Source: an optimization exercise on an open RTL-to-GDS flow (aim: small area). Production flows keep margins and buffers that such runs may drop. No functional check of the RTL was part of any run shown here. Power is estimated from default activity; no workload was simulated.

==> flow/design.v (outline; a module is shown in full before it is edited, if it fits) <==
// module Glyph: 314 lines
// module Masks: 2533 lines
// module Game_Top: 310 lines
module Game_Top (
    input clk,
    input rst,
    input [12:0] pixel_index,
    input game_sw,
    input [8:1] VOLUME_SW,
    input btnL,
    input btnR,
    input btnC,
    input [4:0] volume,
    output reg [15:0] oled_data
    );
  // ...
==> flow/run.sh <==
#!/bin/bash
# synth_recipe.tcl (not shown) runs the flow's synth.tcl, then flattens the netlist and writes it again
# the make line also repeats each setting of config.mk as NAME=value (left out here)
make -C /OpenROAD-flow-scripts/flow DESIGN_CONFIG=/design/flow/config.mk WORK_HOME=/design/flow/orfs CLKGATE_MAP_FILE= SYNTH_SCRIPT=/design/flow/synth_recipe.tcl finish
==> flow/config.mk <==
export PLATFORM = sky130hd
export DESIGN_NAME = Game_Top
export DESIGN_NICKNAME = Game_Top
export VERILOG_FILES = /design/flow/design.v
export SDC_FILE = /design/flow/constraint.sdc
export NUM_CORES = 4
export LEC_CHECK = 0
export ABC_AREA = 1
export CAP_MARGIN = 20
export CELL_PAD_IN_SITES_DETAIL_PLACEMENT = 1
export CORE_MARGIN = 2
export CORE_UTILIZATION = 50
export PLACE_DENSITY = 0.6
export SLEW_MARGIN = 20
==> flow/constraint.sdc <==
create_clock -name core_clock -period 20.0 [get_ports {clk}]
set_input_delay 4.0000 -clock core_clock [delete_from_list [all_inputs] [get_ports {clk}]]
set_output_delay 4.0000 -clock core_clock [all_outputs]
set_load 0.01 [all_outputs]
==> run summary, run 1 <==
* Error: [ERROR GRT-0116] Global routing finished with congestion. Check the congestion regions in the DRC Viewer.
* DP HPWL at 127000 um
* Gpl congestion at 1.53
* Io pins at 48
* Stopping stage: 5_1_grt
* Synth Area in Simple Gates at 42.5%
* Cell area after placement at 22100 um2
* Post-synthesis net count at 3989
* CTS resizes at 0
* Post-synthesis xor/xnor area fraction at 1.30%
* Syn Area/Cell at 5.38 um2
* Post-synthesis compound-gate area fraction at 23.9%
* Top FF cell, synth: dfxtp_1
* Most instantiated cells after synthesis: nand2_1 (928), nor2_1 (654), inv_1 (501)
* Longest Clk Path Bufs at 2
* Die height at 208 um
* Mux cell area share after synthesis at 0.0479%
* Largest area contributor in the netlist: nand2_1
* CTS Buf Count at 17
* Largest family of logic cells by synthesized area: simple AND/OR/NAND/NOR gates
* Post-synthesis sequential area ratio at 15.1%
* Gate Count Post-Synth at 3887
* Cell Area, Synth at 20900 um2
* CTS Hold Buffers Added at 0
* Post-CTS Setup Bufs at 0
* FP Rows at 74
* CTS root buffer: clkbuf_16
* Worst slack, placed at 1.68 ns
* Asr flop ratio synth at 0%
* Yosys Warn Count at 3
* CTS H-tree depth at 4
* Placed insts at 4417
* Clock sink count at 158
* Post-synth EDFFs at 0
* Die width at 208 um
* Initial Util at 50.9%
* Count leader, synth: nand2_1
* Top-area cell type share of the netlist area at 16.7%
* Status: aborted with a tool error
* Synth Area in Adders at 4.37%
* Synth Register Bits at 158
* Largest net degree at the start of global routing at 100
* Synth unique cells at 75
* Input/output buffers at 47
* Top cells by area, synth: nand2_1 (17%), dfxtp_1 (15%), nor2_1 (12%)
==> inputs of run 2 (changes only) <==
--- a/flow/config.mk
+++ b/flow/config.mk
@@ -9,6 +9,6 @@
 export CAP_MARGIN = 20
 export CELL_PAD_IN_SITES_DETAIL_PLACEMENT = 1
 export CORE_MARGIN = 2
-export CORE_UTILIZATION = 50
-export PLACE_DENSITY = 0.6
+export CORE_UTILIZATION = 30
+export PLACE_DENSITY = 0.4
 export SLEW_MARGIN = 20
==> run 2 against run 1 <==
Compared with the run above:
- now clean on timing, DRC and antenna
- synthesized cell count did not move
- synthesized area did not move
==> run summary, run 2 <==
* Worst path required time at 16.00 ns
* WP data arrival at 15.18 ns
* Gpl congestion at 1.24 (-19%)
* Worst slew pin tran at 1.41 ns
* Post-synthesis sequential area ratio at 15.1% (unchanged)
* F_max at 52.1 MHz
* Most instantiated cells after synthesis: nand2_1 (928), nor2_1 (654), inv_1 (501)
* Design area at 23700 um2
* TritonCTS clock tree: built
* Cell Area, Synth at 20900 um2 (unchanged)
* Clock sink count at 158 (unchanged)
* Sequential power share at 20.3%
* Pwr/cell area at 71.9 nW/um2
* First-pass GRT wire length at 262000 um
* Initial antenna violation count at 33
* Syn Area/Cell at 5.38 um2 (unchanged)
* Maximum fanout along the worst path at 20
* Total Routed Length at 195000 um
* Initial DRC Count at 5312
* Yosys Warn Count at 3 (unchanged)
* CTS root buffer: clkbuf_16
* Final setup fails at 0
* Largest register by flop count: rv
* Fill count at 9493
* Min cycle time layout at 19.18 ns
* CTS resizes at 0 (unchanged)
* Via density at 6.72
* RSZ-0062 raised after global routing: no
* Fin crit share at 95.9%
* Pre-antenna DRT Iters at 10
* Layout area overhead at 13.5%
* Number of flip-flops in the largest register at 80
* Cell area after placement at 23000 um2 (+4.1%)
* Crit path top cell by count: nand4_1
* Synth unique cells at 75 (unchanged)
* Status: timing/DRC/antenna clean
* CTS Hold Buffers Added at 0 (unchanged)
* Largest net degree at the start of global routing at 92
* Max-Cap Viols at 0
* Psw at 0.950 mW
* Most frequent cells in the layout: nand2_1 (927), nor2_1 (639), inv_1 (501)
* CTS H-tree depth at 4 (unchanged)
* Top-area cell type share of the netlist area at 16.7% (unchanged)
* Post-DRT Antenna Nets at 0
* Post-synth EDFFs at 0 (unchanged)
* Die width at 268 um (+29%)
* Area of the multi-input gates at 15200 um2
* Input/output buffers at 47 (unchanged)
* Core area at 68800 um2
* Layout Cells excl Fill at 4922
* Min-delay worst type: register to register
* Max-slew headroom at 5.97%
* Die height at 268 um (+29%)
* Layout cells sized above 1 at 6.99%
* Count leader, synth: nand2_1
* Io pins at 48 (unchanged)
* Longest Clk Path Bufs at 2 (unchanged)
* CTS clk-pin slew, worst paths at 0.08 ns
* Die ar. at 71800 um2
* Later-pin clock latency in the skew report at 0.46 ns
* Power Internal at 0.754 mW
* Largest area contributor in the netlist: nand2_1
* CP peak stage delay at 0.74 ns
* Sw frac at 55.8%
* Post-CTS Setup Bufs at 0 (unchanged)
* DP HPWL at 150000 um (+18%)
* Final layout net count at 4054
* Via count at 33100
* Final Hold Vio Count at 0
* Comb power frac at 58.8%
* Final setup TNS at 0 ns
* Placed insts at 4864 (+10%)
* WL/cell at 39.7 um
* CP Launch Type: primary input
* Initial Util at 30.4% (-21 points)
* Worst path slowest cell: clkdlybuf4s50_1
* FP Rows at 96 (+30%)
* Post-synthesis net count at 3989 (unchanged)
* Asr flop ratio synth at 0% (unchanged)
* Leakage power total at 10.2 nW
* Endpoint type of the worst setup path: primary output
* Crit Path Category: primary input to primary output
* Top FF cell, synth: dfxtp_1
* Total GRT Usage at 53.3%
* Drt drc at 0
* Max-slew violation count at 0
* CTS Buf Count at 17 (unchanged)
* Synth Register Bits at 158 (unchanged)
* Global route overflow at 0
* Clk pwr share at 20.9%
* Sequential cell area at 3160 um2
* Commonest non-fill, non-tap cell in the layout: nand2_1
* Max VDD drop at 48.7 uV
* Top cells by area, synth: nand2_1 (17%), dfxtp_1 (15%), nor2_1 (12%)
* Vias in the first global route at 31500
* Final Skew at 0.0245 ns
* Gate Count Post-Synth at 3887 (unchanged)
run 2: cell counts after synthesis:
No cell type changed its count.
run 2: cells by family (layout without fill, tap and decap cells):
kind of cell,count (synthesis),in the layout,share of synthesized area [%]
xor+xnor,31,31,1.30
flops,158,158,15.1
compound gates,851,851,23.9
mux,1,1,0.0479
buf+inv,684,761,12.7
other cells,0,27,0
fa+ha+maj,70,70,4.37
simple gates,2092,2092,42.5
run 2: power by group through the flow:
stage / Clock (mW) / Sequential (mW) / Combinational [mW]
after floorplan: 0 / 0.348 / 0.467
after global placement: 0 / 0.353 / 0.904
after detailed placement: 0 / 0.354 / 0.901
after CTS: 0.362 / 0.347 / 0.905
after global routing: 0.367 / 0.349 / 1.00
final: 0.356 / 0.347 / 1.00
run 2: worst paths after layout:
path	from	endpoint	slack, ns	cells past startpoint
worst max-delay path	pixel_index[6]	oled_data[6]	0.82	65
worst min-delay path	btnR_d1	btnR_pulse	0.40	1
worst min register to register	btnR_d1	btnR_pulse	0.40	1
worst max register to register	state[3]	rv_sum[5]	16.27	13
run 2: cell type report:
type                       count  share of cell area [%]
timing repair buffer         182                    6.25
inverter                     548                    8.68
sequential                   158                    13.3
clock buffer                  17                    1.79
multi-input combinational   3045                    64.0
clock inverter                14                   0.739
antenna                       27                   0.285
tap                          931                    4.91
run 2: routing by layer:
| layer | track usage (%) | vias to the layer above | part of all wire [%] |
|---|---|---|---|
| met5 | 4.80 | - | 0.28 |
| met1 | 60.5 | 15900 | 36 |
| met4 | 42.8 | 18 | 10 |
| met3 | 30.2 | 1050 | 16 |
| li1 | - | 13100 | - |
| met2 | 72.0 | 3016 | 38 |
run 2: through the flow:
| stage | utilization (%) | total power, mW | setup slack (ns) | hold slack [ns] |
|---|---|---|---|---|
| 2_1_floorplan | - | 0.815 | 5.36 | 0.373 |
| 3_3_place_gp | 33.4 | 1.26 | 1.67 | 0.376 |
| 3_5_place_dp | 33.4 | 1.26 | 1.51 | 0.383 |
| 4_1_cts | 34.3 | 1.61 | 1.44 | 0.395 |
| 5_1_grt | 34.4 | 1.72 | 0.498 | 0.411 |
| 6_report | 34.5 | 1.70 | 0.819 | 0.401 |
run 2: worst max-delay path, delay by kind of cell:
family | cells | cell delay, ns
AND/OR/NAND/NOR | 50 | 6.94
buffers and inverters | 8 | 2.49
multiplexers | 1 | 0.31
AO/OA/AOI/OAI | 5 | 1.02
adder cells (fa/ha/maj) | 1 | 0.29

-- what the ideal ports hide --
No port has a modelled driver above. Below, the same layout with a new extraction and two added sets of constraints.
Step 1: set_driving_cell puts a clkbuf_16 on clk and a buf_2 on each other input, an assumption about the parent block.
Step 2 times the ports against the registers' clock, not the clock port: input delays grow and output delays shrink by t, the midpoint of the rising clock arrivals with the driver on.
Slacks: ideal / step 1 / step 2; pairs: ideal / step 1.
run: run 2
t (ns): 0.512
slack for setup (ns): 0.819 / 0.795 / 0.795
clock arrival spread, ns: 0.025 / 0.025
worst register clock-pin slew, ns: 0.08 / 0.08
pins driven straight from the clock port: 1
After both steps run 2 still meets setup and hold. The setup slack of run 2 moves by -0.024 ns with the drivers and by -0.024 ns with both steps.
